This is an optimization exercise on Yosys and OpenROAD, whose aim is small area, a short achievable clock period and few clock cycles per item, not a production implementation.
Where RTL was checked, it was by simulation tests only, not by an equivalence proof against the original.
Only the layout flow was run in run 1; the RTL was not checked for function there.
Power is estimated from default activity; no workload was simulated.

==> flow/design.v (outline; a module is shown in full before it is edited, if it fits) <==
// module ml_accel: 1081 lines
// module fa_cell: 4 lines
module ml_accel(
    input wire clk,
    input wire rst,
    input wire w_en,
    input wire r_en,
    input wire [5:0] addr,
    input wire [31:0] w_data,
    output reg [31:0] r_data,
    output reg done
    );
  // ...
==> flow/flow/run.sh <==
#!/bin/bash
# Standard layout, with two changes to how cells are sized:
#  - the port buffers are buf_2 cells instead of the default (a delay-buffer
#    cell that timing repair cannot resize away);
#  - timing repair may resize a cell to one of a different width.
set -euo pipefail
export BUFFER_PORTS_ARGS="-buffer_cell sky130_fd_sc_hd__buf_2"
bash standard.sh MATCH_CELL_FOOTPRINT=0 finish > standard.log 2>&1
==> flow/standard.sh <==
#!/bin/bash
# synth_recipe.tcl (not shown) runs the flow's synth.tcl, then flattens the netlist and writes it again
# the make line also repeats each setting of config.mk as NAME=value (left out here)
make -C /OpenROAD-flow-scripts/flow DESIGN_CONFIG=/design/flow/config.mk WORK_HOME=/design/flow/orfs CLKGATE_MAP_FILE= SYNTH_SCRIPT=/design/flow/synth_recipe.tcl "${@:-finish}"
==> flow/config.mk <==
export PLATFORM = sky130hd
export DESIGN_NAME = ml_accel
export DESIGN_NICKNAME = ml_accel
export VERILOG_FILES = /design/flow/design.v
export SDC_FILE = /design/flow/constraint.sdc
export NUM_CORES = 4
export LEC_CHECK = 0
export ABC_AREA = 1
export CAP_MARGIN = 20
export CORE_MARGIN = 2
export CORE_UTILIZATION = 40
export CTS_BUF_LIST = sky130_fd_sc_hd__clkbuf_8 sky130_fd_sc_hd__clkbuf_16
export CTS_CLUSTER_DIAMETER = 80
export CTS_CLUSTER_SIZE = 30
export SETUP_SLACK_MARGIN = 4.5
export SLEW_MARGIN = 20
export SYNTH_HIERARCHICAL = 1
export SYNTH_MINIMUM_KEEP_SIZE = 0
==> flow/constraint.sdc <==
create_clock -name core_clock -period 10.0 [get_ports {clk}]
set_input_delay 2.0000 -clock core_clock [delete_from_list [all_inputs] [get_ports {clk}]]
set_output_delay 2.0000 -clock core_clock [all_outputs]
set_load 0.01 [all_outputs]
==> impl_results.md, run 1 <==
* Top layer reached by signal wires: met4
* ANT nets after route at 0
* GRT Resource Usage Total at 22.1%
* Startpoint types: primary input
* Worst setup margin at 4.69 ns
* ANT cells at 0
* Placed cell count at 4,101
* Yosys warnings at 9
* Met3 GRT Util at 3.84%
* CP max-delay cell: clkbuf_4
* Fraction of area in multi-input gates at 51.7%
* Number of synthesized flops with an enable pin at 256
* Core outline area at 0.0756 sq mm
* Clock power share at 12.6%
* R2r endpoint: acc_s[31]$_DFF_PP0_
* CTS root buffer: clkbuf_16
* CP required at 8.00 ns
* Synth area leaders: edfxtp_1 25%, fa_1 18%, nand2_1 8.5%
* Status: complete, no violations
* Levels on crit path at 9
* CTS Sinks at 441
* Multiplexer share of the synthesized area at 0%
* Initial antenna violation count at 1
* # DRC at 0
* Synth Area in Compound Gates at 9.95%
* Crit path max-delay family: buffers and inverters
* Hold depth at 1
* Achievable Freq at 188 MHz
* Num rows at 101
==> inputs of run 2 (changes only) <==
--- a/flow/design.v
+++ b/flow/design.v
@@ -1067,19 +1067,31 @@
             acc_c <= sum_c;
             if (done) res_ok <= 1'b1;
             done <= start;
         end
     end
     always @(posedge clk) begin
         if (done) result <= acc_val;
     end
-    always @(*) begin
-        if (r_en && addr == 6'h24 && (done || res_ok))
-            r_data = done ? acc_val : result;
-        else
-            r_data = 32'd0;
-    end
+    wire [31:0] r_val;
+    rd_port u_rd (.acc_val(acc_val), .result(result), .done(done), .res_ok(res_ok),
+                  .r_en(r_en), .addr(addr), .r_data(r_val));
+    always @(*) r_data = r_val;
 endmodule
 module fa_cell(input wire a, input wire b, input wire c, output wire s, output wire co);
     assign s = a ^ b ^ c;
     assign co = (a & b) | (a & c) | (b & c);
 endmodule
+module rd_port(
+    input wire [31:0] acc_val,
+    input wire [31:0] result,
+    input wire done,
+    input wire res_ok,
+    input wire r_en,
+    input wire [5:0] addr,
+    output wire [31:0] r_data
+    );
+    wire hit = r_en & addr[5] & addr[2] & ~addr[4] & ~addr[3] & ~addr[1] & ~addr[0];
+    wire s_acc = hit & done;
+    wire s_res = hit & ~done & res_ok;
+    assign r_data = ({32{s_acc}} & acc_val) | ({32{s_res}} & result);
+endmodule
==> impl_results.md, run 2 <==
* Status: complete, no violations
* DR pass1 iterations at 5
* Top FF cell, synth: edfxtp_1
* CTS Sinks at 441 (unchanged)
* Max-cap violations at 0
* Min cycle time layout at 5.34 ns
* Crit-path max cell delay at 0.27 ns
* Die height at 279 um
* Number of synthesized flops with an enable pin at 288 (+13%)
* CTS max path bufs at 3
* Yosys top cell area share at 28.6%
* Most common cell in the netlist: nand2_1
* GR Overflow Total at 0
* Routed WL per cell at 22.5 um
* CTS tree: yes
* Slew @ Worst Pin at 1.08 ns
* Crit-path max FO at 16
* Port bufs at 74
* DPL Wire Length at 60.5 mm
* Share of layout cells above drive strength 1 at 8.56%
* Most frequent cells in the layout: 491 x nand2_1, 288 x edfxtp_1, 281 x xor2_1, 274 x fa_1, 254 x o22ai_1
* ANT cells at 0 (unchanged)
* Vias in the first global route at 21,900
* Final setup violation count at 0
* Die Area at 0.0779 sq mm
* Slew Limit Fails at 0
* VDD IR max at 0.000254 V
* Synth Instances at 2,955
* Design Area, Final at 0.0326 sq mm
* Synth area leader: edfxtp_1
* Clock transition at the registers of the reported paths at 0.09 ns
* Leakage Power at 0.0134 uW
* Largest net degree at the start of global routing at 82
* Global-route wire length before repair at 135 mm
* Syn avg cell area at 10.2 sq um
* CTS root buffer: clkbuf_16
* Total wire length at 88.5 mm
* Syn nets at 3,360
* ANT nets after route at 0 (unchanged)
* Initial antenna violation count at 3 (+2)
* Worst setup margin at 4.66 ns (-0.0292 ns)
* Final Wtd Congestion at 0.925
* Mapped cell area at 0.0303 sq mm
* Min-delay worst type: flop to flop
* Io pins at 75
* Initial cell density of the core at 40.5%
* PwrDens at 299 mW/mm^2
* Die width at 279 um
* H-tree depth at 1
* Startpoint types: primary input
* Layout Skew at 0.0488 ns
* Num rows at 100 (-0.99%)
* First DRT Iteration DRCs at 2,130
* Register area share after synthesis at 39.9%
* Crit path arrival time at 3.34 ns
* Yosys warnings at 9 (unchanged)
* Pre-CTS setup slack at 3.98 ns
* CP max-delay cell: buf_2
* CP required at 8.00 ns (about the same)
* Yosys cell types at 46
* Cell breakdown of the critical path: buf_2 -> nand2_1 -> inv_1 -> nand2_2 -> nor2_8 -> buf_12 -> nand3_1 -> nand2_1 -> buf_2
* RSZ-0062 raised after global routing: no
* # DRC at 0 (unchanged)
* Most common cell after layout, fill and taps aside: nand2_1
* Most frequent cells after synthesis: 492 x nand2_1, 288 x edfxtp_1, 281 x xor2_1
* CP Capture Type: output pin
* Async set or reset register ratio after synthesis at 16.6%
* Cell Area, Placed at 0.0315 sq mm
* Setup CP Type: primary input to output pin
* Hold Violations, Final at 0
* Max-slew headroom at 28.2%
* Area delta synth->final at 7.68%
* Clock Latency Late Sink at 0.65 ns
* Final period util at 53.4%
* Nets at 3,352
* Largest registers: vec_a (128), vec_b (128)
* Crit path max-delay family: simple AND/OR/NAND/NOR gates
* Via density at 5.60
* Setup TNS at 0 ns
* Via Count at 22,000
* Synth area leaders: edfxtp_1 29%, fa_1 18%, xor2_1 8.1%
* CP bufs+invs at 4
* Achievable Freq at 187 MHz (-0.55%)
* Total CTS buffers at 26
* Register bit count reported by yosys at 441
* Core outline area at 0.0747 sq mm (-1.2%)
* GRT Resource Usage Total at 22.5% (+0.46 points)
==> run 2: cell types whose count changed in the layout (fill, tap and decap cells not counted), sizes merged, moves of 18 or more <==
cell	previous run	this run
nor2	188	170
inv	280	176
nand3	153	223
dfxtp	112	80
nand2	696	517
edfxtp	256	288
==> run 2: worst paths after layout <==
check	cells past startpoint	slack (ns)	end	startpoint
worst max register to register	10	4.76	acc_s[31]$_DFF_PP0_	b_one[6]$_DFF_P_
min in group asynchronous	3	1.38	va[0]$_DFFE_PP0P_	rst
worst max-delay path	9	4.66	r_data[16]	addr[5]
worst min-delay path	2	0.46	vb[0]$_DFFE_PP0P_	vb[0]$_DFFE_PP0P_
max in group asynchronous	4	8.00	acc_c[27]$_DFF_PP0_	rst
worst min register to register	2	0.46	vb[0]$_DFFE_PP0P_	vb[0]$_DFFE_PP0P_
==> run 2: layer usage <==
metal / GRT usage [%] / part of all wire [%] / wire length (um)
met2: 36.4 / 47 / 41500
met3: 3.64 / 7.1 / 6300
met4: 6.60 / 3.1 / 2720
met5: 0 / 0.046 / 41
met1: 31.3 / 43 / 38000
==> run 2: worst register-to-register path, stage by stage, from the launching register on <==
cell	delay, ns
dfxtp_1	0.35
clkinv_1	0.68
o22ai_1	0.48
xor2_1	0.24
fa_1	0.46
fa_1	0.58
fa_1	0.45
fa_1	0.47
fa_1	0.51
fa_1	0.43
fa_1	0.45
==> run 2: what timing repair did <==
action                     in CTS  in global routing
cloned                          3                  3
pin swaps                       4                  1
setup buffers                   6                  0
resized for setup               2                  7
hold buffers                    0                  0
setup endpoints to repair      32                 23
==> run 2: cell families (layout without fill, tap and decap cells) <==
logic type      after synthesis  after routing  synth area share [%]
compound gates              520            520                  10.4
xor+xnor                    309            309                  8.94
fa+ha+maj                   363            363                  21.8
buf+inv                     353            360                  4.98
flops                       441            441                  39.9
mux                           2              2                0.0661
other cells                   1              1                0.0124
simple gates                966            971                  13.9
==> run 2: where the power goes <==
part	total (uW)	internal (uW)	switching (uW)
sequential	2530	2360	174
combinational	5970	2530	3440
clock	1250	530	719
==> run 2: cell type report <==
class | count | area [sq um]
Clock buffer | 26 | 651
Clock inverter | 22 | 282
Fill cell | 7074 | 42100
Inverter | 178 | 676
Multi-Input combinational cell | 2166 | 16800
Sequential cell | 441 | 12100
Tap cell | 969 | 1210
Timing Repair Buffer | 133 | 866
Timing Repair inverter | 1 | 5.00
==> run 2: per-module statistics from Yosys, one instance, submodules excluded <==
| module | times used | flip-flops and latches | cells | cell area [sq um] |
|---|---|---|---|---|
| ml_accel | 1 | 441 | 2565 | 24200 |
| rd_port | 1 | 0 | 118 | 632 |
| fa_cell | 272 | 0 | 1 | 20.0 |
==> run 2: stage by stage <==
stage / util (%) / instances / hold slack [ns] / total power [uW]
after floorplan: - / 2955 / 0.427 / 6930
after global placement: 42.1 / 3875 / 0.445 / 8470
after detailed placement: 42.1 / 3875 / 0.447 / 8590
after CTS: 43.5 / 3932 / 0.468 / 9860
after global routing: 43.6 / 3936 / 0.487 / 10800
final: 43.6 / 3936 / 0.464 / 9750
Testbench counts of run 2, summed over its fixed seeds: cycles 30,962, items 4,000.
==> inputs of run 3 (changes only) <==
--- a/flow/config.mk
+++ b/flow/config.mk
@@ -13,5 +13,5 @@
 export CTS_CLUSTER_DIAMETER = 80
 export CTS_CLUSTER_SIZE = 30
-export SETUP_SLACK_MARGIN = 4.5
+export SETUP_SLACK_MARGIN = 5.0
 export SLEW_MARGIN = 20
 export SYNTH_HIERARCHICAL = 1
==> impl_results.md, run 3 <==
* DR pass1 iterations at 6 (+1)
* Met3 GRT Util at 4.47% (+0.83 points)
* Port bufs at 74 (unchanged)
* Yosys top cell area share at 28.6% (unchanged)
* Most frequent cells after synthesis: 492 x nand2_1, 288 x edfxtp_1, 281 x xor2_1
* Most common cell after layout, fill and taps aside: nand2_1
* Share of layout cells above drive strength 1 at 12.2% (+3.6 points)
* Most common cell in the netlist: nand2_1
* Io pins at 75 (unchanged)
* Routed WL per cell at 23.0 um (+2.2%)
* ANT nets after route at 0 (unchanged)
* Slew @ Worst Pin at 1.03 ns (-0.0473 ns)
* Hold depth at 2 (unchanged)
* Clock transition at the registers of the reported paths at 0.07 ns (-0.02 ns)
* First DRT Iteration DRCs at 2,163 (+1.5%)
* Num rows at 100 (unchanged)
* CTS max path bufs at 3 (unchanged)
* Yosys cell types at 46 (unchanged)
* CTS Sinks at 441 (unchanged)
* RSZ-0062 raised after global routing: yes
* Via density at 5.65 (+0.86%)
* CP Capture Type: output pin
* Final setup violation count at 0 (unchanged)
* VDD IR max at 0.000246 V (-3.0%)
* Clock power share at 12.2% (-0.6 points)
* # DRC at 0 (unchanged)
* Die height at 279 um (unchanged)
* Final period util at 50.5% (-2.9 points)
* Placed cell count at 3,874 (-0.026%)
* GRT Resource Usage Total at 23.0% (+0.42 points)
* Synth Instances at 2,955 (unchanged)
* PwrDens at 299 mW/mm^2 (about the same)
* Initial cell density of the core at 40.5% (unchanged)
* Part of the power in registers at 25.5% (-0.4 points)
* Via Count at 22,400 (+1.5%)
* Yosys warnings at 9 (unchanged)
* Status: complete, no violations
* Vias in the first global route at 22,500 (+2.8%)
* Design Area, Final at 0.0334 sq mm (+2.4%)
* Met2 GRT Util at 37.0% (+0.55 points)
* Syn nets at 3,360 (unchanged)
* Syn avg cell area at 10.2 sq um (unchanged)
* Total wire length at 91.1 mm (+2.9%)
* CTS tree: yes
* Cell breakdown of the critical path: buf_8 -> nor2_4 -> nand2_8 -> nor2_8 -> clkbuf_16 -> nand3_1 -> nand2_2 -> buf_6
* Initial antenna violation count at 4 (+1)
* Final non-filler cell total at 3,963 (+0.69%)
* Internal power at 5590 uW (+3.1%)
* Crit-path max cell delay at 0.19 ns (-0.08 ns)
* Hold Violations, Final at 0 (unchanged)
* CP max-delay cell: nor2_8
* Die Area at 0.0779 sq mm (unchanged)
* Total CTS buffers at 26 (unchanged)
* H-tree depth at 1 (unchanged)
* Synth area leader: edfxtp_1
* Core outline area at 0.0747 sq mm (unchanged)
* GR Overflow Total at 0 (unchanged)
* Die width at 279 um (unchanged)
* Min cycle time layout at 5.05 ns (-0.288 ns)
* Register area share after synthesis at 39.9% (unchanged)
* Pwr Total at 9980 uW (+2.4%)
* Clock Latency Late Sink at 0.63 ns (-0.02 ns)
* Leakage Power at 0.0136 uW (+1.3%)
* Max-slew headroom at 31.4% (+3.2 points)
* Number of synthesized flops with an enable pin at 288 (unchanged)
* Setup CP Type: primary input to output pin
* Synth area leaders: edfxtp_1 29%, fa_1 18%, xor2_1 8.1%
* DPL Wire Length at 60.4 mm (-0.17%)
* R2r endpoint: acc_s[31]$_DFF_PP0_
* Async set or reset register ratio after synthesis at 16.6% (unchanged)
* Min-delay worst type: flop to flop
* Net Sw Power at 4400 uW (+1.5%)
* Max-cap violations at 0 (unchanged)
* Hold path start: vb[0]$_DFFE_PP0P_
* Worst r2r path cells at 10 (unchanged)
* Nets at 3,382 (+0.89%)
* Crit path arrival time at 3.05 ns (-0.29 ns)
* Worst reg-to-reg setup slack at 5.17 ns (+0.41 ns)
* Setup TNS at 0 ns (unchanged)
* Startpoint types: primary input
* Largest registers: vec_a (128), vec_b (128)
* Crit-path max FO at 8 (-8)
* Final Wtd Congestion at 0.960 (+3.8%)
* Most frequent cells in the layout: 479 x nand2_1, 288 x edfxtp_1, 279 x xor2_1, 273 x fa_1, 254 x o22ai_1
* Area delta synth->final at 10.3%
* Achievable Freq at 198 MHz (+5.7%)
* Switch share at 44.0% (-0.39 points)
* Hold Path End: vb[0]$_DFFE_PP0P_
* Top FF cell, synth: edfxtp_1
* Filler cells at 7,037 (-0.52%)
* Reg2reg start: b_two[7]$_DFF_P_
* Layout Skew at 0.0444 ns (-0.00446 ns)
* Register bit count reported by yosys at 441 (unchanged)
* Slew Limit Fails at 0 (unchanged)
* Largest net degree at the start of global routing at 82 (unchanged)
* CP required at 8.00 ns (about the same)
* Cell Area, Placed at 0.0315 sq mm (about the same)
* Mapped cell area at 0.0303 sq mm (unchanged)
* Global-route wire length before repair at 138 mm (+1.9%)
* Combinational share of power at 62.3% (+1.0 points)
* GRT Max-Usage Layer: met2
* M1 GR Usage at 31.4% (+0.14 points)
* CTS root buffer: clkbuf_16
## run 3: worst max-delay path by stage
stage                  from             endpoint  slack (ns)  cells after the start
detailed placement  addr[2]  diff[20]$_SDFF_PN0_        3.87                     23
global route        addr[0]            r_data[7]        4.85                      8
floorplan           addr[4]            r_data[7]        5.29                      6
finish              addr[0]            r_data[7]        4.95                      8
CTS                 addr[3]            r_data[7]        4.90                      8
global placement    addr[2]  diff[20]$_SDFF_PN0_        3.99                     23
## run 3: per-layer routing
layer,vias up,part of all wire (%)
li1,10200,-
met1,11000,42
met2,994,47
met3,208,7.7
met4,6,3.2
met5,-,0.026
## run 3: critical path, delay by kind of cell
family / cells / cell delay, ns
AND/OR/NAND/NOR: 5 / 0.65
buffers and inverters: 3 / 0.39
## run 3: timing repair
| item | CTS | global route |
|---|---|---|
| hold buffers | 0 | 0 |
| cloned | 7 | 6 |
| gates resized for setup | 54 | 98 |
| buffers inserted | 11 | 20 |
| setup endpoints to repair | 54 | 55 |
| pin swaps | 19 | 35 |
| hold endpoints to repair | 0 | 0 |
## run 3: area by class of cell
cell class                      instances  area, sq um  share of cell area, %
Multi-Input combinational cell       2170        17200                   51.6
Sequential cell                       441        12100                   36.2
Timing Repair Buffer                  159         1230                   3.68
Tap cell                              969         1210                   3.63
Inverter                              178          702                   2.10
Clock buffer                           28          701                   2.10
Clock inverter                         16          204                  0.611
Timing Repair inverter                  1         5.00                 0.0150
Antenna cell                            1         2.50                0.00750
## run 3: metrics by stage
stage / util, % / worst slack, ns / hold slack (ns)
finish: 44.7 / 4.95 / 0.461
global route: 44.7 / 4.85 / 0.481
CTS: 43.8 / 4.90 / 0.463
detailed placement: 42.1 / 3.87 / 0.445
global placement: 42.1 / 3.99 / 0.450
floorplan: - / 5.29 / 0.427
## run 3: power by group through the flow
stage | registers [uW] | logic (uW) | clock network (uW)
detailed placement | 2570 | 6050 | 0
CTS | 2530 | 6110 | 1250
finish | 2550 | 6220 | 1210
global placement | 2570 | 5900 | 0
floorplan | 2490 | 4440 | 0
global route | 2570 | 7160 | 1310
## run 3: cells by family (layout without fill, tap and decap cells)
family / after synthesis / count (layout) / synth area share (%)
AOI/OAI and AO/OA: 520 / 520 / 10.4
xor gates and xnor gates: 309 / 309 / 8.94
adders and majority gates: 363 / 363 / 21.8
buffers and inverters: 353 / 382 / 4.98
DFF: 441 / 441 / 39.9
muxes: 2 / 2 / 0.0661
other: 1 / 2 / 0.0124
and+or+nand+nor: 966 / 975 / 13.9
## run 3: per-module statistics from Yosys, one instance, submodules excluded
module / flops+latches / cells / times used / area (sq um)
ml_accel: 441 / 2565 / 1 / 24200
rd_port: 0 / 118 / 1 / 632
fa_cell: 0 / 1 / 272 / 20.0
==> inputs of run 4 (changes only) <==
--- a/flow/config.mk
+++ b/flow/config.mk
@@ -13,5 +13,5 @@
 export CTS_CLUSTER_DIAMETER = 80
 export CTS_CLUSTER_SIZE = 30
-export SETUP_SLACK_MARGIN = 5.0
+export SETUP_SLACK_MARGIN = 4.9
 export SLEW_MARGIN = 20
 export SYNTH_HIERARCHICAL = 1
==> impl_results.md, run 4 <==
* Status: complete, no violations
* Synth area leader: edfxtp_1
* Pwr Total at 9880 uW (-1.1%)
* PwrDens at 299 mW/mm^2 (about the same)
* Vias in the first global route at 22,000 (-2.4%)
* Setup CP Type: primary input to output pin
* Achievable Freq at 196 MHz (-0.81%)
* Worst reg-to-reg setup slack at 5.12 ns (-0.05 ns)
* CTS tree: yes
* Final Wtd Congestion at 0.925 (-3.7%)
* Yosys warnings at 9 (unchanged)
* Hold Violations, Final at 0 (unchanged)
* Largest registers: vec_a (128), vec_b (128)
* Max-cap violations at 0 (unchanged)
* Final core utilization at 44.2% (-0.47 points)
* Yosys cell types at 46 (unchanged)
* Hold Path End: vb[0]$_DFFE_PP0P_
* Max-slew headroom at 25.5% (-5.9 points)
* Die width at 279 um (unchanged)
* Most frequent cells after synthesis: 492 x nand2_1, 288 x edfxtp_1, 281 x xor2_1
* Met2 wire length at 41.4 mm (-2.4%)
* CP required at 8.00 ns (about the same)
* Async set or reset register ratio after synthesis at 16.6% (unchanged)
* Share of layout cells above drive strength 1 at 10.6% (-1.5 points)
* CTS Hold Bufs at 0 (unchanged)
* Slew Limit Fails at 0 (unchanged)
* Worst r2r path cells at 10 (unchanged)
* Via Count at 22,100 (-1.2%)
* Number of synthesized flops with an enable pin at 288 (unchanged)
* Crit-path max FO at 8 (unchanged)
* Register area share after synthesis at 39.9% (unchanged)
* Placed cell count at 3,875 (+0.026%)
* Min-delay worst type: flop to flop
* Top layer reached by signal wires: met5
* Register bit count reported by yosys at 441 (unchanged)
* Yosys top cell area share at 28.6% (unchanged)
* Port bufs at 74 (unchanged)
* Reg2reg start: diff[12]$_SDFF_PN0_
* Min cycle time layout at 5.09 ns (+0.0410 ns)
* Die height at 279 um (unchanged)
* Clock Latency Late Sink at 0.65 ns (+0.02 ns)
* GR Overflow Total at 0 (unchanged)
* Syn nets at 3,360 (unchanged)
* Routed WL per cell at 22.5 um (-2.0%)
* RSZ-0062 raised after global routing: yes
* Final period util at 50.9% (+0.41 points)
* Met3 WL post-DR at 6.78 mm (-3.3%)
* Most common cell after layout, fill and taps aside: nand2_1
* Die Area at 0.0779 sq mm (unchanged)
* Synth area leaders: edfxtp_1 29%, fa_1 18%, xor2_1 8.1%
* Synth Instances at 2,955 (unchanged)
* Nets at 3,368 (-0.41%)
* CTS root buffer: clkbuf_16
* Num rows at 100 (unchanged)
* Crit path arrival time at 3.09 ns (+0.04 ns)
* Io pins at 75 (unchanged)
* Total CTS buffers at 26 (unchanged)
* Startpoint types: primary input
* Hold path start: vb[0]$_DFFE_PP0P_
* Final non-filler cell total at 3,952 (-0.28%)
* Largest net degree at the start of global routing at 83 (+1.2%)
* ANT cells at 0 (-1)
* H-tree depth at 1 (unchanged)
* Final setup violation count at 0 (unchanged)
* Global-route wire length before repair at 136 mm (-1.1%)
* Most frequent cells in the layout: 482 x nand2_1, 288 x edfxtp_1, 279 x xor2_1, 273 x fa_1, 254 x o22ai_1
* Most common cell in the netlist: nand2_1
* VDD IR max at 0.000254 V (+3.3%)
* Mapped cell area at 0.0303 sq mm (unchanged)
* Leakage Power at 0.0135 uW (-0.59%)
* CTS max path bufs at 3 (unchanged)
* CTS Sinks at 441 (unchanged)
* Slew @ Worst Pin at 1.12 ns (+0.0880 ns)
* Via density at 5.60 (-0.93%)
* CP Capture Type: output pin
* Core outline area at 0.0747 sq mm (unchanged)
* Syn avg cell area at 10.2 sq um (unchanged)
* GRT Resource Usage Total at 22.7% (-0.25 points)
* Setup TNS at 0 ns (unchanged)
* M1 WL at 38.0 mm (-1.8%)
* Hold depth at 2 (unchanged)
* Area delta synth->final at 9.12%
* Initial antenna violation count at 3 (-1)
* First DRT Iteration DRCs at 2,211 (+2.2%)
* # DRC at 0 (unchanged)
* R2r endpoint: acc_s[31]$_DFF_PP0_
* Clock transition at the registers of the reported paths at 0.09 ns (+0.02 ns)
* ANT nets after route at 0 (unchanged)
* Top FF cell, synth: edfxtp_1
* DPL Wire Length at 60.5 mm (+0.17%)
* Layout Skew at 0.0512 ns (+0.00682 ns)
* Initial cell density of the core at 40.5% (unchanged)
* Total wire length at 89.0 mm (-2.3%)
* DR pass1 iterations at 6 (unchanged)
-- run 4: cell counts after synthesis --
Identical to the previous run, type by type.
-- run 4: layer usage --
layer | up-vias | track usage (%)
met5 | - | 0
met4 | 6 | 6.64
met3 | 159 | 3.80
met2 | 904 | 36.6
met1 | 10900 | 31.5
li1 | 10200 | -
-- run 4: worst max-delay path by stage --
stage | from | to | slack (ns) | cells past startpoint
global route | addr[0] | r_data[13] | 4.87 | 8
global placement | addr[2] | diff[20]$_SDFF_PN0_ | 4.05 | 23
CTS | addr[1] | r_data[5] | 4.87 | 8
detailed placement | addr[2] | diff[20]$_SDFF_PN0_ | 3.98 | 23
floorplan | addr[5] | vec_a[3][0]$_DFFE_PP_ | 4.91 | 4
finish | addr[0] | r_data[13] | 4.91 | 8
-- run 4: repair_timing --
item                       in CTS  in global routing
gates resized for setup        23                 66
cloned                          5                  2
hold endpoints to repair        0                  0
setup buffers                   7                 14
pin swaps                       8                 16
setup endpoints to repair      45                 53
-- run 4: worst max-delay path, stage by stage --
cell and delay [ns]:
buf_6 0.10, nor2_4 0.16, nand2_8 0.12, nor2_8 0.20, clkbuf_16 0.18, nand3_1 0.07, nand2_1 0.11, buf_2 0.14
-- run 4: per-module statistics from Yosys (local to each module, per instance) --
module	copies in the design	cells	flip-flops and latches	area (sq um)
fa_cell	272	1	0	20.0
ml_accel	1	2565	441	24200
rd_port	1	118	0	632
-- run 4: metrics by stage --
stage | hold WS [ns] | setup slack [ns] | instance area [sq um]
floorplan | 0.427 | 4.91 | 30300
global placement | 0.445 | 4.05 | 31500
detailed placement | 0.447 | 3.98 | 31500
CTS | 0.468 | 4.87 | 32600
global route | 0.487 | 4.87 | 33000
finish | 0.464 | 4.91 | 33000
-- run 4: cell type report --
cell class                      instances  area (sq um)
Fill cell                            7017         41700
Multi-Input combinational cell       2166         17000
Sequential cell                       441         12100
Tap cell                              969          1210
Timing Repair Buffer                  149          1070
Inverter                              178           698
Clock buffer                           26           651
Clock inverter                         22           282
Timing Repair inverter                  1          5.00
-- run 4: where the power goes --
| group | switching (uW) | internal, uW | total, uW | leakage [uW] |
|---|---|---|---|---|
| Combinational | 3480 | 2610 | 6090 | 0.00895 |
| Clock | 717 | 530 | 1250 | 0.000466 |
| Sequential | 185 | 2360 | 2540 | 0.00410 |
-- run 4: cells by family (layout without fill, tap and decap cells) --
logic type      Yosys count  in the layout  synth area share, %
other cells               1              1               0.0124
xor+xnor                309            309                 8.94
fa+ha+maj               363            363                 21.8
simple gates            966            971                 13.9
buf+inv                 353            376                 4.98
compound gates          520            520                 10.4
mux                       2              2               0.0661
flops                   441            441                 39.9
==> inputs of run 5 (changes only) <==
--- a/flow/config.mk
+++ b/flow/config.mk
@@ -13,5 +13,5 @@
 export CTS_CLUSTER_DIAMETER = 80
 export CTS_CLUSTER_SIZE = 30
-export SETUP_SLACK_MARGIN = 4.9
+export SETUP_SLACK_MARGIN = 4.8
 export SLEW_MARGIN = 20
 export SYNTH_HIERARCHICAL = 1
==> impl_results.md, run 5 <==
* CP required at 8.00 ns (about the same)
* Crit path arrival time at 3.10 ns (about the same)
* Share of layout cells above drive strength 1 at 9.36% (-1.3 points)
* Final setup violation count at 0 (unchanged)
* Synth area leader: edfxtp_1
* Number of synthesized flops with an enable pin at 288 (unchanged)
* Routed WL per cell at 22.5 um (about the same)
* CTS max path bufs at 3 (unchanged)
* Synth area leaders: edfxtp_1 29%, fa_1 18%, xor2_1 8.1%
* Placed cell count at 3,875 (unchanged)
* Initial antenna violation count at 3 (unchanged)
* GR Overflow Total at 0 (unchanged)
* PwrDens at 299 mW/mm^2 (about the same)
* Total wire length at 88.7 mm (-0.35%)
* Via Count at 22,000 (-0.36%)
* Largest net degree at the start of global routing at 83 (unchanged)
* Worst setup margin at 4.90 ns (-0.00514 ns)
* Area delta synth->final at 8.09%
* Num rows at 100 (unchanged)
* Crit-path max cell delay at 0.15 ns (-0.05 ns)
* Crit-path max FO at 16 (+8)
* Largest registers: vec_a (128), vec_b (128)
* Yosys warnings at 9 (unchanged)
* Vias in the first global route at 22,000 (-0.032%)
* CP max-delay cell: nor2_8
* Multi-input logic area at 0.0169 sq mm (-0.84%)
* ANT cells at 0 (unchanged)
* Startpoint types: primary input
* First DRT Iteration DRCs at 2,088 (-5.6%)
* Status: complete, no violations
* Pwr Total at 9790 uW (-0.92%)
* Final period util at 51.0% (+0.051 points)
* Global-route wire length before repair at 136 mm (about the same)
* Register bit count reported by yosys at 441 (unchanged)
* Clock Latency Late Sink at 0.65 ns (about the same)
* Core outline area at 0.0747 sq mm (unchanged)
* Total CTS buffers at 26 (unchanged)
* Io pins at 75 (unchanged)
* Cell Area, Placed at 0.0315 sq mm (unchanged)
* Async set or reset register ratio after synthesis at 16.6% (unchanged)
* FF/Latch Area at 0.0121 sq mm (about the same)
* Via density at 5.59 (about the same)
* Slew @ Worst Pin at 1.07 ns (-0.0489 ns)
* Pre-CTS setup slack at 3.98 ns (unchanged)
* Slew Limit Fails at 0 (unchanged)
* Max-cap violations at 0 (unchanged)
* Max-slew headroom at 28.7% (+3.3 points)
* Min cycle time layout at 5.10 ns (+0.00514 ns)
* CP Capture Type: output pin
* Initial cell density of the core at 40.5% (unchanged)
* Top FF cell, synth: edfxtp_1
* CTS Hold Bufs at 0 (unchanged)
* Most common cell after layout, fill and taps aside: nand2_1
* Register area share after synthesis at 39.9% (unchanged)
* CTS tree: yes
* Design Area, Final at 0.0327 sq mm (-0.95%)
* Setup CP Type: primary input to output pin
* Die height at 279 um (unchanged)
* # DRC at 0 (unchanged)
* Leakage Power at 0.0134 uW (-0.48%)
* Filler cells at 7,070 (+0.76%)
* Most frequent cells in the layout: 487 x nand2_1, 288 x edfxtp_1, 280 x xor2_1, 273 x fa_1, 254 x o22ai_1
* Layout Skew at 0.0508 ns (-0.000384 ns)
* DPL Wire Length at 60.5 mm (unchanged)
* Hold Violations, Final at 0 (unchanged)
* CP dominant cell by count: nand2_1
* Yosys cell types at 46 (unchanged)
* Synth Instances at 2,955 (unchanged)
* Cell breakdown of the critical path: buf_6 -> nand2_1 -> inv_1 -> nand2_4 -> nor2_8 -> buf_12 -> nand3_1 -> nand2_1 -> buf_2
* Die width at 279 um (unchanged)
* H-tree depth at 1 (unchanged)
* VDD IR max at 0.000254 V (about the same)
* Port bufs at 74 (unchanged)
* Most common cell in the netlist: nand2_1
* Achievable Freq at 196 MHz (-0.10%)
* Mapped cell area at 0.0303 sq mm (unchanged)
* ANT nets after route at 0 (unchanged)
* Min-delay worst type: flop to flop
* Final Wtd Congestion at 0.925 (unchanged)
* Die Area at 0.0779 sq mm (unchanged)
* Nets at 3,355 (-0.39%)
* Most frequent cells after synthesis: 492 x nand2_1, 288 x edfxtp_1, 281 x xor2_1
* Setup TNS at 0 ns (unchanged)
* GRT Resource Usage Total at 22.7% (about the same)
* Final non-filler cell total at 3,939 (-0.33%)
* CTS Sinks at 441 (unchanged)
* Syn avg cell area at 10.2 sq um (unchanged)
* Syn nets at 3,360 (unchanged)
* Clock transition at the registers of the reported paths at 0.09 ns (about the same)
* Yosys top cell area share at 28.6% (unchanged)
* RSZ-0062 raised after global routing: no
* CTS root buffer: clkbuf_16
* DR pass1 iterations at 7 (+1)
run 5: cell count changes in the layout (fill, tap and decap cells not counted), sizes merged:
cell      before  now
buf          147  134
clkinv        17   19
clkinvlp       8    6
run 5: area by class of cell:
cell class                 count  area share (%)
multi-input combinational   2166            51.6
sequential                   441            36.9
tap                          969            3.71
timing repair buffer         136            2.77
inverter                     178            2.11
clock buffer                  26            1.99
clock inverter                22           0.860
timing repair inverter         1          0.0153
run 5: power by group:
part           switching (uW)  total [uW]  internal, uW
sequential                174        2530          2360
clock                     719        1250           530
combinational            3460        6010          2550
run 5: path summary, 6_finish.rpt:
check	end	slack, ns	depth (start not counted)	from
min in group asynchronous	va[0]$_DFFE_PP0P_	1.38	3	rst
max in group asynchronous	acc_c[29]$_DFF_PP0_	7.98	4	rst
hold / removal	vb[0]$_DFFE_PP0P_	0.46	2	vb[0]$_DFFE_PP0P_
hold reg to reg	vb[0]$_DFFE_PP0P_	0.46	2	vb[0]$_DFFE_PP0P_
setup / recovery	r_data[16]	4.90	9	addr[5]
setup reg to reg	acc_s[31]$_DFF_PP0_	4.95	10	b_two[7]$_DFF_P_
run 5: cell families (layout without fill, tap and decap cells):
family,Yosys count,in the layout,share of synthesized area [%]
other,1,1,0.0124
buffers and inverters,353,363,4.98
adders and majority gates,363,363,21.8
and+or+nand+nor,966,971,13.9
muxes,2,2,0.0661
xor gates and xnor gates,309,309,8.94
AOI/OAI and AO/OA,520,520,10.4
DFF,441,441,39.9
run 5: timing repair:
action | in CTS | in global routing
gates cloned | 5 | 1
gates resized for setup | 8 | 35
buffers inserted | 6 | 3
pin swaps | 5 | 3
setup endpoints to repair | 43 | 53
run 5: per-module statistics from Yosys (local to each module, per instance):
| module | cells | area [sq um] | copies in the design | flip-flops and latches |
|---|---|---|---|---|
| fa_cell | 1 | 20.0 | 272 | 0 |
| ml_accel | 2565 | 24200 | 1 | 441 |
| rd_port | 118 | 632 | 1 | 0 |
run 5: per-stage QoR:
step           util (%)  hold slack, ns
2_1_floorplan         -           0.427
3_3_place_gp       42.1           0.445
3_5_place_dp       42.1           0.447
4_1_cts            43.6           0.468
5_1_grt            43.8           0.487
6_report           43.8           0.464
run 5: worst max-delay path: cells and delay by family:
| family | cells | cell delay [ns] |
|---|---|---|
| buffers and inverters | 4 | 0.51 |
| AND/OR/NAND/NOR | 5 | 0.55 |
run 5: routing by layer:
metal	GRT usage [%]	up-vias	part of all wire, %	wire length [um]
met4	6.64	6	3.3	2910
met5	0	-	0.046	41
met3	3.81	178	7.1	6330
met2	36.7	865	47	41400
li1	-	10100	-	-
met1	31.4	10800	43	38000
==> inputs of run 6 (changes only) <==
--- a/flow/config.mk
+++ b/flow/config.mk
@@ -9,8 +9,9 @@
 export CAP_MARGIN = 20
 export CORE_MARGIN = 2
-export CORE_UTILIZATION = 40
+export CORE_UTILIZATION = 65
 export CTS_BUF_LIST = sky130_fd_sc_hd__clkbuf_8 sky130_fd_sc_hd__clkbuf_16
 export CTS_CLUSTER_DIAMETER = 80
 export CTS_CLUSTER_SIZE = 30
+export PLACE_DENSITY = 0.8
 export SETUP_SLACK_MARGIN = 4.8
 export SLEW_MARGIN = 20
==> impl_results.md, run 6 <==
* Most common cell in the netlist: nand2_1
* Most frequent cells in the layout: 487 x nand2_1, 288 x edfxtp_1, 280 x xor2_1, 273 x fa_1, 254 x o22ai_1
* Mapped cell area at 0.0303 sq mm (unchanged)
* Register area share after synthesis at 39.9% (unchanged)
* M1 WL at 32.6 mm (-14%)
* Switch share at 45.1% (+0.68 points)
* GR Overflow Total at 0 (unchanged)
* Max-cap violations at 0 (unchanged)
* Top FF cell, synth: edfxtp_1
* Min cycle time layout at 5.14 ns (+0.0406 ns)
* CP Capture Type: output pin
* Syn nets at 3,360 (unchanged)
* DPL Wire Length at 60.3 mm (-0.39%)
* # DRC at 0 (unchanged)
* Most frequent cells after synthesis: 492 x nand2_1, 288 x edfxtp_1, 281 x xor2_1
* DR pass1 iterations at 7 (unchanged)
* Async set or reset register ratio after synthesis at 16.6% (unchanged)
* Final Wtd Congestion at 0.990 (+7.1%)
* Via Count at 23,300 (+5.9%)
* Synth area leaders: edfxtp_1 29%, fa_1 18%, xor2_1 8.1%
* Syn avg cell area at 10.2 sq um (unchanged)
* Core outline area at 0.0463 sq mm (-38%)
* Min-delay worst type: flop to flop
* CP required at 8.00 ns (about the same)
* Clock Latency Late Sink at 0.62 ns (-0.03 ns)
* CTS Hold Bufs at 0 (unchanged)
* Startpoint types: primary input
* Io pins at 75 (unchanged)
* Total wire length at 87.7 mm (-1.1%)
* Leakage Power at 0.0135 uW (+0.11%)
* Design Area, Final at 0.0323 sq mm (-1.2%)
* Setup TNS at 0 ns (unchanged)
* Achievable Freq at 195 MHz (-0.79%)
* Met3 WL post-DR at 8.90 mm (+41%)
* Setup CP Type: primary input to output pin
* CTS root buffer: clkbuf_16
* VDD IR max at 0.000473 V (+86%)
* Most common cell after layout, fill and taps aside: nand2_1
* Die width at 220 um (-21%)
* Largest net degree at the start of global routing at 82 (-1.2%)
* Met2 wire length at 41.5 mm (+0.35%)
* Num rows at 79 (-21%)
* Die Area at 0.0483 sq mm (-38%)
* PwrDens at 313 mW/mm^2 (+4.6%)
* Clock power share at 12.2% (-0.6 points)
* Vias in the first global route at 23,800 (+7.9%)
* Cell Area, Placed at 0.0309 sq mm (-1.7%)
* GRT Resource Usage Total at 36.8% (+14 points)
* Global-route wire length before repair at 135 mm (-0.80%)
* CTS max path bufs at 3 (unchanged)
* Synth Instances at 2,955 (unchanged)
* Layout Skew at 0.0303 ns (-0.0205 ns)
* First DRT Iteration DRCs at 2,847 (+36%)
* RSZ-0062 raised after global routing: no
* Top layer reached by signal wires: met5
* Final period util at 51.4% (+0.41 points)
* ANT nets after route at 0 (unchanged)
* Slew @ Worst Pin at 0.969 ns (-0.0984 ns)
* Die height at 220 um (-21%)
* Crit-path max FO at 8 (-8)
* Combinational share of power at 62.7% (+1.3 points)
* Port bufs at 74 (unchanged)
* Internal power at 5550 uW (+2.0%)
* Crit path arrival time at 3.14 ns (+0.04 ns)
* Via density at 6.53 (+17%)
* H-tree depth at 1 (unchanged)
* CTS Sinks at 441 (unchanged)
* Initial cell density of the core at 65.4% (+25 points)
* Clock transition at the registers of the reported paths at 0.10 ns (about the same)
* Slew Limit Fails at 0 (unchanged)
* Initial antenna violation count at 2 (-1)
* Yosys warnings at 9 (unchanged)
* Area delta synth->final at 6.75%
* Final setup violation count at 0 (unchanged)
* Number of synthesized flops with an enable pin at 288 (unchanged)
* Max-slew headroom at 35.3% (+6.6 points)
* Nets at 3,350 (-0.15%)
* Part of the power in registers at 25.1% (-0.8 points)
* Hold Violations, Final at 0 (unchanged)
* Largest registers: vec_a (128), vec_b (128)
* Register bit count reported by yosys at 441 (unchanged)
* Status: complete, no violations
* Share of layout cells above drive strength 1 at 9.14% (-0.22 points)
* Yosys top cell area share at 28.6% (unchanged)
* Synth area leader: edfxtp_1
* CTS tree: yes
* Net Sw Power at 4560 uW (+4.9%)
* Total CTS buffers at 25 (-3.8%)
* Yosys cell types at 46 (unchanged)
* Routed WL per cell at 24.6 um (+9.1%)
-- run 6: critical path: stages --
cell     delay [ns]
buf_6          0.15
nand2_1        0.07
inv_1          0.09
nand2_4        0.15
nor2_4         0.16
buf_4          0.18
nand3_1        0.07
nand2_1        0.12
buf_2          0.14
-- run 6: repair_timing --
item | 4_1_cts | 5_1_grt
gates cloned | 6 | 0
resized for setup | 12 | 31
endpoints found under the setup margin | 45 | 50
pin swaps | 7 | 5
setup buffers | 8 | 4
-- run 6: Yosys stat by module, one instance, submodules excluded --
module | times used | area [sq um] | cells | flops+latches
fa_cell | 272 | 20.0 | 1 | 0
ml_accel | 1 | 24200 | 2565 | 441
rd_port | 1 | 632 | 118 | 0
-- run 6: worst paths after layout --
| path | to | cells after the start | startpoint | slack, ns |
|---|---|---|---|---|
| max | r_data[19] | 9 | addr[5] | 4.86 |
| min | vb[3]$_DFFE_PP0P_ | 2 | vb[3]$_DFFE_PP0P_ | 0.48 |
| max reg2reg | acc_s[31]$_DFF_PP0_ | 10 | b_two[7]$_DFF_P_ | 4.87 |
| min reg2reg | vb[3]$_DFFE_PP0P_ | 2 | vb[3]$_DFFE_PP0P_ | 0.48 |
| max in group asynchronous | acc_c[30]$_DFF_PP0_ | 3 | rst | 7.68 |
| min in group asynchronous | va[3]$_DFFE_PP0P_ | 3 | rst | 1.63 |
-- run 6: final cells by class --
type / instances / area [sq um]
antenna: 1 / 2.50
clock buffer: 25 / 626
fill: 3368 / 13900
sequential: 441 / 12100
clock inverter: 21 / 307
timing repair buffer: 132 / 923
inverter: 178 / 691
multi-input combinational: 2167 / 16900
tap: 607 / 759
-- run 6: kinds of logic after synthesis --
| family | synth area share [%] |
|---|---|
| muxes | 0.0661 |
| and+or+nand+nor | 13.9 |
| AOI/OAI and AO/OA | 10.4 |
| xor gates and xnor gates | 8.94 |
| buffers and inverters | 4.98 |
| other | 0.0124 |
| DFF | 39.9 |
| adders and majority gates | 21.8 |
-- run 6: routing by layer --
metal,vias up,track usage (%)
met5,-,0
met1,11300,47.7
met2,1534,59.9
li1,10100,-
met3,323,7.36
met4,2,17.3
-- run 6: through the flow --
step	util (%)	power (uW)	setup WS, ns	std cells	hold slack, ns
finish	69.8	10100	4.86	3572	0.476
global route	69.8	11000	4.77	3572	0.510
CTS	69.3	10000	4.81	3562	0.476
detailed placement	66.9	8730	3.93	3502	0.452
global placement	66.9	8330	4.07	3502	0.451
floorplan	-	6930	4.91	2955	0.427
-- run 6: power by group through the flow --
stage | registers, uW | clock network, uW | logic (uW)
2_1_floorplan | 2490 | 0 | 4440
3_3_place_gp | 2560 | 0 | 5770
3_5_place_dp | 2570 | 0 | 6170
4_1_cts | 2530 | 1250 | 6260
5_1_grt | 2550 | 1300 | 7170
6_report | 2540 | 1240 | 6330
==> inputs of run 7 (changes only) <==
--- a/flow/config.mk
+++ b/flow/config.mk
@@ -9,9 +9,10 @@
 export CAP_MARGIN = 20
 export CORE_MARGIN = 2
-export CORE_UTILIZATION = 65
+export CORE_UTILIZATION = 55
 export CTS_BUF_LIST = sky130_fd_sc_hd__clkbuf_8 sky130_fd_sc_hd__clkbuf_16
 export CTS_CLUSTER_DIAMETER = 80
 export CTS_CLUSTER_SIZE = 30
-export PLACE_DENSITY = 0.8
+export GPL_TIMING_DRIVEN = 0
+export PLACE_DENSITY = 0.7
 export SETUP_SLACK_MARGIN = 4.8
 export SLEW_MARGIN = 20
==> impl_results.md, run 7 <==
* Die width at 239 um (+8.6%)
* Total wire length at 105 mm (+20%)
* Share of layout cells above drive strength 1 at 10.1% (+0.98 points)
* Slew @ Worst Pin at 1.09 ns (+0.119 ns)
* CTS Sinks at 441 (unchanged)
* Crit path arrival time at 5.63 ns (+2.49 ns)
* Leakage Power at 0.0138 uW (+2.2%)
* Largest net degree at the start of global routing at 56 (-32%)
* Routed WL per cell at 27.6 um (+12%)
* ANT nets after route at 0 (unchanged)
* Syn nets at 3,360 (unchanged)
* GRT Resource Usage Total at 37.2% (+0.42 points)
* Max-cap violations at 0 (unchanged)
* Global-route wire length before repair at 153 mm (+13%)
* Most frequent cells in the layout: 490 x nand2_1, 288 x edfxtp_1, 277 x xor2_1, 273 x fa_1, 254 x o22ai_1
* RSZ-0062 raised after global routing: yes
* Met2 wire length at 49.0 mm (+18%)
* Clock Latency Late Sink at 0.65 ns (+0.03 ns)
* Setup TNS at 0 ns (unchanged)
* Die Area at 0.0569 sq mm (+18%)
* Via density at 6.20 (-5.1%)
* Status: complete, no violations
* CTS root buffer: clkbuf_16
* Most frequent cells after synthesis: 492 x nand2_1, 288 x edfxtp_1, 281 x xor2_1
* Port bufs at 74 (unchanged)
* Top layer reached by signal wires: met4
* Final setup violation count at 0 (unchanged)
* First DRT Iteration DRCs at 2,757 (-3.2%)
* Multi-input logic area at 0.0168 sq mm (-0.55%)
* Die height at 239 um (+8.6%)
* Largest registers: vec_a (128), vec_b (128)
* Crit-path max cell delay at 0.64 ns (+0.46 ns)
* Min cycle time layout at 5.15 ns (+0.00967 ns)
* Yosys top cell area share at 28.6% (unchanged)
* Final period util at 51.5% (+0.097 points)
* H-tree depth at 1 (unchanged)
* Final Wtd Congestion at 1.07 (+7.7%)
* Mapped cell area at 0.0303 sq mm (unchanged)
* Area delta synth->final at 8.92%
* Hold Violations, Final at 0 (unchanged)
* Register bit count reported by yosys at 441 (unchanged)
* Vias in the first global route at 23,600 (-0.56%)
* CTS Hold Bufs at 0 (unchanged)
* Most common cell in the netlist: nand2_1
* Yosys warnings at 9 (unchanged)
* Cell breakdown of the critical path: inv_1 -> clkbuf_1 -> o22ai_1 -> xor2_1 -> fa_1 -> fa_1 -> fa_1 -> fa_1 -> fa_1 -> fa_1 -> fa_1
* CTS max path bufs at 3 (unchanged)
* Syn avg cell area at 10.2 sq um (unchanged)
* CP required at 10.49 ns (+2.49 ns)
* Io pins at 75 (unchanged)
* Num rows at 85 (+7.6%)
* Met3 WL post-DR at 8.89 mm (-0.17%)
* CTS tree: yes
* Clock transition at the registers of the reported paths at 0.10 ns (about the same)
* Nets at 3,487 (+4.1%)
* Design Area, Final at 0.0330 sq mm (+2.0%)
* Synth Instances at 2,955 (unchanged)
* Max-slew headroom at 27.4% (-7.9 points)
* Initial antenna violation count at 1 (-1)
* Synth area leaders: edfxtp_1 29%, fa_1 18%, xor2_1 8.1%
* Hold_ws at 0.475 ns (-0.00106 ns)
* Via Count at 23,600 (+1.0%)
* Cell Area, Placed at 0.0318 sq mm (+2.7%)
* Min-delay worst type: flop to flop
* CP max-delay cell: clkbuf_1
* Async set or reset register ratio after synthesis at 16.6% (unchanged)
* # DRC at 0 (unchanged)
* Most common cell after layout, fill and taps aside: nand2_1
* Placed cell count at 3,737 (+6.7%)
* FF/Latch Area at 0.0121 sq mm (about the same)
* GR Overflow Total at 0 (unchanged)
* Yosys cell types at 46 (unchanged)
* Top FF cell, synth: edfxtp_1
* Layout Skew at 0.0508 ns (+0.0205 ns)
* Setup CP Type: flop to flop
* CP Capture Type: flop
* VDD IR max at 0.000326 V (-31%)
* Synth area leader: edfxtp_1
* Achievable Freq at 194 MHz (-0.19%)
* M1 WL at 40.0 mm (+22%)
* DR pass1 iterations at 6 (-1)
* Register area share after synthesis at 39.9% (unchanged)
* Slew Limit Fails at 0 (unchanged)
* Final core utilization at 60.9% (-8.9 points)
* Crit-path max FO at 10 (+2)
* Total CTS buffers at 27 (+8.0%)
* Number of synthesized flops with an enable pin at 288 (unchanged)
* PwrDens at 309 mW/mm^2 (-1.2%)
* Final non-filler cell total at 3,801 (+6.4%)
* Core outline area at 0.0541 sq mm (+17%)
* DPL Wire Length at 82.4 mm (+37%)
* Filler cells at 4,622 (+37%)
* Startpoint types: flop
* CP dominant cell by count: fa_1
* Initial cell density of the core at 55.9% (-9.5 points)
[run 7: cell types whose count changed in the layout (fill, tap and decap cells not counted), moves of 6 or more]
cell | before | now
buf_4 | 47 | 24
buf_6 | 5 | 14
buf_1 | 0 | 17
nor2_4 | 18 | 12
clkbuf_1 | 0 | 73
clkbuf_2 | 0 | 24
buf_2 | 73 | 109
[run 7: cell families after synthesis]
kind of cell    Yosys count  synth area share [%]
fa+ha+maj               363                  21.8
flops                   441                  39.9
compound gates          520                  10.4
mux                       2                0.0661
other cells               1                0.0124
xor+xnor                309                  8.94
simple gates            966                  13.9
buf+inv                 353                  4.98
[run 7: layer usage]
| layer | vias to the layer above | track usage [%] |
|---|---|---|
| met3 | 299 | 6.85 |
| met5 | - | 0 |
| met2 | 1306 | 60.7 |
| li1 | 10400 | - |
| met1 | 11500 | 46.9 |
| met4 | 0 | 21.0 |
[run 7: final cells by class]
class,count,share of cell area [%]
clock inverter,22,0.831
buffer,175,2.67
multi-input combinational,2162,51.0
inverter,178,2.11
clock buffer,28,2.09
sequential,441,36.6
tap,696,2.64
timing repair buffer,97,1.97
antenna,2,0.0152
[run 7: worst paths after layout]
check | slack (ns) | startpoint | depth (start not counted) | to
max | 4.85 | diff[11]$_SDFF_PN0_ | 11 | acc_s[31]$_DFF_PP0_
min | 0.47 | vb[1]$_DFFE_PP0P_ | 2 | vb[1]$_DFFE_PP0P_
max reg2reg | 4.85 | diff[11]$_SDFF_PN0_ | 11 | acc_s[31]$_DFF_PP0_
min reg2reg | 0.47 | vb[1]$_DFFE_PP0P_ | 2 | vb[1]$_DFFE_PP0P_
max in group asynchronous | 8.06 | rst | 3 | acc_c[27]$_DFF_PP0_
min in group asynchronous | 1.29 | rst | 2 | va[1]$_DFFE_PP0P_
[run 7: power breakdown]
part | internal [uW] | switching, uW | leakage [uW]
clock network | 555 | 721 | 0.000482
registers | 2360 | 209 | 0.00410
logic | 2680 | 3670 | 0.00917
[run 7: through the flow]
| stage | setup WS (ns) | power (uW) |
|---|---|---|
| after floorplan | 4.91 | 6930 |
| after global placement | 2.59 | 8440 |
| after detailed placement | 4.21 | 8840 |
| after CTS | 4.74 | 10200 |
| after global routing | 4.79 | 11100 |
| final | 4.85 | 10200 |
[run 7: what timing repair did]
item	in CTS	in global routing
buffers inserted	0	11
gates cloned	0	1
endpoints found under the setup margin	16	23
resized for setup	30	65
pin swaps	0	4
[run 7: critical path, delay by kind of cell (launching register included)]
kind / cells / cell delay [ns]
flops: 1 / 0.32
buf+inv: 2 / 0.77
compound gates: 1 / 0.22
fa+ha+maj: 7 / 3.41
xor+xnor: 1 / 0.27
[run 7: modules after synthesis, one instance, submodules excluded]
module,cells inside,flops+latches
rd_port,118,0
fa_cell,1,0
ml_accel,2565,441
==> inputs of run 8 (changes only) <==
--- a/flow/config.mk
+++ b/flow/config.mk
@@ -13,5 +13,4 @@
 export CTS_CLUSTER_DIAMETER = 80
 export CTS_CLUSTER_SIZE = 30
-export GPL_TIMING_DRIVEN = 0
 export PLACE_DENSITY = 0.7
 export SETUP_SLACK_MARGIN = 4.8
@@ -19,2 +18,3 @@
 export SYNTH_HIERARCHICAL = 1
 export SYNTH_MINIMUM_KEEP_SIZE = 0
+export TNS_END_PERCENT = 10
==> impl_results.md, run 8 <==
* Status: complete, no violations
* CTS max path bufs at 3 (unchanged)
* Pwr Total at 9870 uW (-3.2%)
* CP max-delay cell: buf_4
* Nets at 3,347 (-4.0%)
* Setup TNS at 0 ns (unchanged)
* Yosys cell types at 46 (unchanged)
* Crit-path max cell delay at 0.20 ns (-0.44 ns)
* Clock power share at 12.5% (about the same)
* Max-slew headroom at 22.5% (-4.9 points)
* Initial cell density of the core at 55.9% (unchanged)
* GRT Resource Usage Total at 31.0% (-6.2 points)
* Routed WL per cell at 24.0 um (-13%)
* Net Sw Power at 4410 uW (-4.2%)
* VDD IR max at 0.000280 V (-14%)
* Yosys top cell area share at 28.6% (unchanged)
* RSZ-0062 raised after global routing: yes
* ANT nets after route at 0 (unchanged)
* Min cycle time layout at 5.14 ns (-0.00602 ns)
* CP required at 8.00 ns (-2.49 ns)
* Synth area leader: edfxtp_1
* Most frequent cells after synthesis: 492 x nand2_1, 288 x edfxtp_1, 281 x xor2_1
* DR pass1 iterations at 8 (+2)
* Hold Violations, Final at 0 (unchanged)
* Io pins at 75 (unchanged)
* Async set or reset register ratio after synthesis at 16.6% (unchanged)
* Internal power at 5460 uW (-2.3%)
* Most frequent cells in the layout: 490 x nand2_1, 288 x edfxtp_1, 281 x xor2_1, 274 x fa_1, 254 x o22ai_1
* Yosys warnings at 9 (unchanged)
* Startpoint types: primary input
* H-tree depth at 1 (unchanged)
* Via density at 6.21 (+0.16%)
* Clock transition at the registers of the reported paths at 0.10 ns (about the same)
* Min-delay worst type: flop to flop
* CP bufs+invs at 4 (+2)
* Syn avg cell area at 10.2 sq um (unchanged)
* Vias in the first global route at 22,800 (-3.3%)
* Final setup violation count at 0 (unchanged)
* Die Area at 0.0569 sq mm (unchanged)
* CTS Sinks at 441 (unchanged)
* Initial antenna violation count at 1 (unchanged)
* Global-route wire length before repair at 135 mm (-12%)
* Die width at 239 um (unchanged)
* Largest net degree at the start of global routing at 76 (+36%)
* Crit path max-delay family: buffers and inverters
* Share of layout cells above drive strength 1 at 8.56% (-1.6 points)
* Setup CP Type: primary input to output pin
* Final Wtd Congestion at 0.971 (-9.0%)
* CP Capture Type: output pin
* CTS tree: yes
* Max-cap violations at 0 (unchanged)
* Switch share at 44.7% (-0.50 points)
* Register area share after synthesis at 39.9% (unchanged)
* Total wire length at 87.5 mm (-17%)
* Via Count at 22,700 (-3.8%)
* Syn nets at 3,360 (unchanged)
* # DRC at 0 (unchanged)
* Port bufs at 74 (unchanged)
* DPL Wire Length at 60.6 mm (-26%)
* Top FF cell, synth: edfxtp_1
* Leakage Power at 0.0134 uW (-2.6%)
* CTS Hold Bufs at 0 (unchanged)
* Most common cell in the netlist: nand2_1
* Synth Instances at 2,955 (unchanged)
* Crit path arrival time at 3.14 ns (-2.49 ns)
* Slew Limit Fails at 0 (unchanged)
* Die height at 239 um (unchanged)
* Num rows at 85 (unchanged)
* Total CTS buffers at 25 (-7.4%)
* Core outline area at 0.0541 sq mm (unchanged)
* Synth area leaders: edfxtp_1 29%, fa_1 18%, xor2_1 8.1%
* Crit-path max FO at 9 (-1)
* Slew @ Worst Pin at 1.16 ns (+0.0721 ns)
* Most common cell after layout, fill and taps aside: nand2_1
* CTS root buffer: clkbuf_16
* Area delta synth->final at 6.50%
* Combinational share of power at 61.7% (-0.6 points)
* Register bit count reported by yosys at 441 (unchanged)
* Clock Latency Late Sink at 0.63 ns (-0.02 ns)
* Final period util at 51.4% (-0.060 points)
* Achievable Freq at 194 MHz (+0.12%)
* First DRT Iteration DRCs at 2,144 (-22%)
* Mapped cell area at 0.0303 sq mm (unchanged)
* PwrDens at 306 mW/mm^2 (-0.95%)
* Layout Skew at 0.0397 ns (-0.0111 ns)
* GR Overflow Total at 0 (unchanged)
* ANT cells at 0 (-2)
* Largest registers: vec_a (128), vec_b (128)
* Number of synthesized flops with an enable pin at 288 (unchanged)
* Cell breakdown of the critical path: buf_4 -> nand2_1 -> inv_1 -> nand2_4 -> nor2_4 -> buf_4 -> nand3_1 -> nand2_1 -> buf_2
* Part of the power in registers at 25.8% (+0.6 points)
==> run 8: Yosys stat by module, one instance, submodules excluded <==
module | copies in the design | cells inside
ml_accel | 1 | 2565
fa_cell | 272 | 1
rd_port | 1 | 118
==> run 8: per-stage QoR <==
step	area, sq um	std cells	worst slack, ns	util (%)	hold WS (ns)
3_3_place_gp	31100	3598	4.04	57.5	0.439
4_1_cts	32100	3649	4.76	59.4	0.471
6_report	32200	3652	4.86	59.5	0.473
5_1_grt	32200	3652	4.72	59.5	0.504
2_1_floorplan	30300	2955	4.91	-	0.427
3_5_place_dp	31100	3598	3.93	57.5	0.447
==> run 8: worst register-to-register path: stages, from the launching register on <==
cell and delay, ns:
dfxtp_1 0.32, inv_1 0.68, o22ai_1 0.23, xor2_1 0.20, fa_1 0.61, fa_1 0.46, fa_1 0.56, fa_1 0.47
fa_1 0.52, fa_1 0.43, fa_1 0.47
==> run 8: per-layer routing <==
metal,routed length (um),share of wire [%],global-route usage (%)
met1,35100,40,41.7
met2,41500,47,50.6
met3,7170,8.2,5.31
met4,3740,4.3,11.7
met5,13,0.015,0
==> run 8: layout make-up <==
class	count	area (sq um)
Sequential cell	441	12100
Inverter	178	691
Clock inverter	15	259
Multi-Input combinational cell	2167	16900
Tap cell	696	871
Timing Repair Buffer	129	828
Clock buffer	26	651
Fill cell	4567	21900
==> run 8: worst paths after layout <==
check | start | end | slack, ns | cells past startpoint
worst min register to register | vb[1]$_DFFE_PP0P_ | vb[1]$_DFFE_PP0P_ | 0.47 | 2
max in group asynchronous | rst | acc_c[29]$_DFF_PP0_ | 7.60 | 3
worst min-delay path | vb[1]$_DFFE_PP0P_ | vb[1]$_DFFE_PP0P_ | 0.47 | 2
worst max-delay path | addr[5] | r_data[16] | 4.86 | 9
worst max register to register | diff[12]$_SDFF_PN0_ | acc_s[31]$_DFF_PP0_ | 4.90 | 10
min in group asynchronous | rst | vb[1]$_DFFE_PP0P_ | 1.33 | 2
==> run 8: what timing repair did <==
item                       CTS  global route
gates resized for setup      6            20
setup buffers                5             2
setup endpoints to repair   45            52
cloned                       5             1
pin swaps                    5             1
==> run 8: logic make-up (layout without fill, tap and decap cells) <==
group | after synthesis | after routing | share of synthesized area, %
compound gates | 520 | 520 | 10.4
xor+xnor | 309 | 309 | 8.94
fa+ha+maj | 363 | 363 | 21.8
buf+inv | 353 | 348 | 4.98
flops | 441 | 441 | 39.9
mux | 2 | 2 | 0.0661
other cells | 1 | 1 | 0.0124
simple gates | 966 | 972 | 13.9
==> run 8: power groups by stage <==
stage	Clock (uW)	Combinational [uW]	Sequential, uW
2_1_floorplan	0	4440	2490
3_3_place_gp	0	5840	2580
3_5_place_dp	0	6110	2580
4_1_cts	1250	6140	2540
5_1_grt	1310	6950	2560
6_report	1230	6090	2540
==> inputs of run 9 (changes only) <==
--- a/flow/config.mk
+++ b/flow/config.mk
@@ -14,7 +14,6 @@
 export CTS_CLUSTER_SIZE = 30
 export PLACE_DENSITY = 0.7
-export SETUP_SLACK_MARGIN = 4.8
+export SETUP_SLACK_MARGIN = 4.7
 export SLEW_MARGIN = 20
 export SYNTH_HIERARCHICAL = 1
 export SYNTH_MINIMUM_KEEP_SIZE = 0
-export TNS_END_PERCENT = 10
==> impl_results.md, run 9 <==
* Status: complete, no violations
* Crit-path max cell delay at 0.52 ns (+0.32 ns)
* Num rows at 85 (unchanged)
* # DRC at 0 (unchanged)
* Levels on crit path at 11 (+2)
* Io pins at 75 (unchanged)
* Min-delay worst type: flop to flop
* Final setup violation count at 0 (unchanged)
* Top FF cell, synth: edfxtp_1
* Syn avg cell area at 10.2 sq um (unchanged)
* Most common cell after layout, fill and taps aside: nand2_1
* Crit path max-delay family: simple AND/OR/NAND/NOR gates
* Routed WL per cell at 24.0 um (+0.15%)
* Number of synthesized flops with an enable pin at 288 (unchanged)
* CTS Sinks at 441 (unchanged)
* Share of layout cells above drive strength 1 at 8.46% (-0.096 points)
* CP Capture Type: output pin
* Initial cell density of the core at 55.9% (unchanged)
* Synth Instances at 2,955 (unchanged)
* Syn nets at 3,360 (unchanged)
* Die width at 239 um (unchanged)
* Hold path start: vb[1]$_DFFE_PP0P_
* Slew Limit Fails at 0 (unchanged)
* ANT cells at 0 (unchanged)
* Hold Violations, Final at 0 (unchanged)
* Register area share after synthesis at 39.9% (unchanged)
* Most frequent cells in the layout: 490 x nand2_1, 288 x edfxtp_1, 281 x xor2_1, 274 x fa_1, 254 x o22ai_1
* Port bufs at 74 (unchanged)
* Die Area at 0.0569 sq mm (unchanged)
* Clock Latency Late Sink at 0.63 ns (about the same)
* Slew @ Worst Pin at 1.16 ns (-0.00307 ns)
* Max-cap violations at 0 (unchanged)
* Area delta synth->final at 6.33%
* Largest registers: vec_a (128), vec_b (128)
* CP max-delay cell: o21ai_0
* Achievable Freq at 190 MHz (-2.1%)
* Most frequent cells after synthesis: 492 x nand2_1, 288 x edfxtp_1, 281 x xor2_1
* DPL Wire Length at 60.6 mm (unchanged)
* Min cycle time layout at 5.25 ns (+0.110 ns)
* CTS Hold Bufs at 0 (unchanged)
* Vias in the first global route at 22,800 (-0.022%)
* CTS tree: yes
* VDD IR max at 0.000277 V (-0.95%)
* Yosys top cell area share at 28.6% (unchanged)
* Max-slew headroom at 22.7% (+0.20 points)
* CTS root buffer: clkbuf_16
* Largest net degree at the start of global routing at 76 (unchanged)
* Synth area leader: edfxtp_1
* Yosys cell types at 46 (unchanged)
* Setup CP Type: flop to output pin
* Total wire length at 87.6 mm (about the same)
* Cell breakdown of the critical path: ha_1 -> nand2_1 -> o21ai_0 -> nand2_1 -> nand3_1 -> a21oi_1 -> nand2_1 -> xor2_1 -> nand3_1 -> nand2_1 -> buf_2
* Leakage Power at 0.0134 uW (-0.18%)
* Setup TNS at 0 ns (unchanged)
* R2r endpoint: acc_s[31]$_DFF_PP0_
* Synth area leaders: edfxtp_1 29%, fa_1 18%, xor2_1 8.1%
* Worst reg-to-reg setup slack at 4.85 ns (-0.05 ns)
* Global-route wire length before repair at 135 mm (about the same)
* Async set or reset register ratio after synthesis at 16.6% (unchanged)
* Startpoint types: flop
* DR pass1 iterations at 5 (-3)
* Via Count at 22,700 (+0.11%)
* Clock transition at the registers of the reported paths at 0.10 ns (about the same)
* First DRT Iteration DRCs at 2,210 (+3.1%)
* Reg2reg start: diff[14]$_SDFF_PN0_
* ANT nets after route at 0 (unchanged)
* Mapped cell area at 0.0303 sq mm (unchanged)
* GRT Resource Usage Total at 31.0% (about the same)
* CP required at 8.00 ns (about the same)
* Hold depth at 2 (unchanged)
* Yosys warnings at 9 (unchanged)
* CTS max path bufs at 3 (unchanged)
* Most common cell in the netlist: nand2_1
* Hold Path End: vb[1]$_DFFE_PP0P_
* Die height at 239 um (unchanged)
* Final period util at 52.5% (+1.1 points)
* Via density at 6.22 (+0.17%)
* Register bit count reported by yosys at 441 (unchanged)
* Initial antenna violation count at 1 (unchanged)
* Layout Skew at 0.0375 ns (-0.00216 ns)
* PwrDens at 306 mW/mm^2 (+0.10%)
* Pwr Total at 9860 uW (about the same)
* Worst r2r path cells at 10 (unchanged)
* H-tree depth at 1 (unchanged)
* Total CTS buffers at 25 (unchanged)
* Final Wtd Congestion at 0.971 (unchanged)
* Core outline area at 0.0541 sq mm (unchanged)
* GR Overflow Total at 0 (unchanged)
* Crit path arrival time at 3.25 ns (+0.11 ns)
* Nets at 3,345 (-0.060%)
* Crit-path max FO at 4 (-5)
* RSZ-0062 raised after global routing: no
* CP dominant cell by count: nand2_1
* CP bufs+invs at 1 (-3)
## run 9: cell counts after synthesis
No cell type changed its count.
## run 9: final cells by class
type	count	area [sq um]
Clock inverter	15	259
Timing Repair Buffer	127	795
Fill cell	4570	21900
Sequential cell	441	12100
Inverter	178	687
Clock buffer	26	651
Tap cell	696	871
Multi-Input combinational cell	2167	16800
## run 9: worst max-delay path by stage
stage / from / to / slack [ns]
final: acc_s[24]$_DFF_PP0_ / r_data[30] / 4.75
after global routing: addr[2] / diff[22]$_SDFF_PN0_ / 4.70
after global placement: addr[2] / diff[24]$_SDFF_PN0_ / 4.04
after floorplan: addr[5] / vec_a[3][0]$_DFFE_PP_ / 4.91
after CTS: addr[2] / diff[22]$_SDFF_PN0_ / 4.72
after detailed placement: addr[2] / diff[20]$_SDFF_PN0_ / 3.93
## run 9: layer usage
metal  track usage (%)  routed length, um  up-vias
met5                 0                 15        -
met1              41.7              34800    11200
met3              5.31               7510      215
met4              11.7               3720        2
li1                  -                  -    10100
met2              50.6              41600     1186
## run 9: power breakdown
| part | switching [uW] | internal [uW] | leakage [uW] |
|---|---|---|---|
| Clock | 698 | 536 | 0.000446 |
| Combinational | 3510 | 2570 | 0.00883 |
| Sequential | 189 | 2360 | 0.00410 |
| Total | 4400 | 5460 | 0.0134 |
## run 9: cells by family (layout without fill, tap and decap cells)
kind of cell,Yosys count,in the layout,share of synthesized area (%)
and+or+nand+nor,966,972,13.9
AOI/OAI and AO/OA,520,520,10.4
DFF,441,441,39.9
adders and majority gates,363,363,21.8
buffers and inverters,353,346,4.98
xor gates and xnor gates,309,309,8.94
muxes,2,2,0.0661
other,1,1,0.0124
## run 9: Yosys stat by module (local to each module, per instance)
module,cells,times used
fa_cell,1,272
rd_port,118,1
ml_accel,2565,1
## run 9: through the flow
stage               utilization (%)  hold slack, ns  setup slack (ns)  cells  area (sq um)
floorplan                         -           0.427              4.91   2955         30300
global placement               57.5           0.439              4.04   3598         31100
detailed placement             57.5           0.447              3.93   3598         31100
CTS                            59.3           0.471              4.72   3649         32100
global route                   59.5           0.504              4.70   3650         32200
finish                         59.5           0.474              4.75   3650         32200
## run 9: repair_timing
item,4_1_cts,5_1_grt
gates cloned,5,1
endpoints found under the hold margin,0,0
gates resized for setup,4,15
setup endpoints to repair,43,45
buffers inserted,5,0
pin swaps,6,1
## run 9: worst reg2reg max path: stages, from the launching register on
cell      delay (ns)
dfxtp_1         0.35
clkinv_1        0.56
o22ai_1         0.41
xor2_1          0.20
fa_1            0.50
fa_1            0.54
fa_1            0.56
fa_1            0.47
fa_1            0.52
fa_1            0.43
fa_1            0.47

Setup slack of run 9, layout unchanged: 4.748 ns with ideal ports, 4.691 ns with driving cells assumed (clock clkbuf_16, inputs buf_2), 4.412 ns with port delays also shifted by the 0.664 ns mid clock arrival.
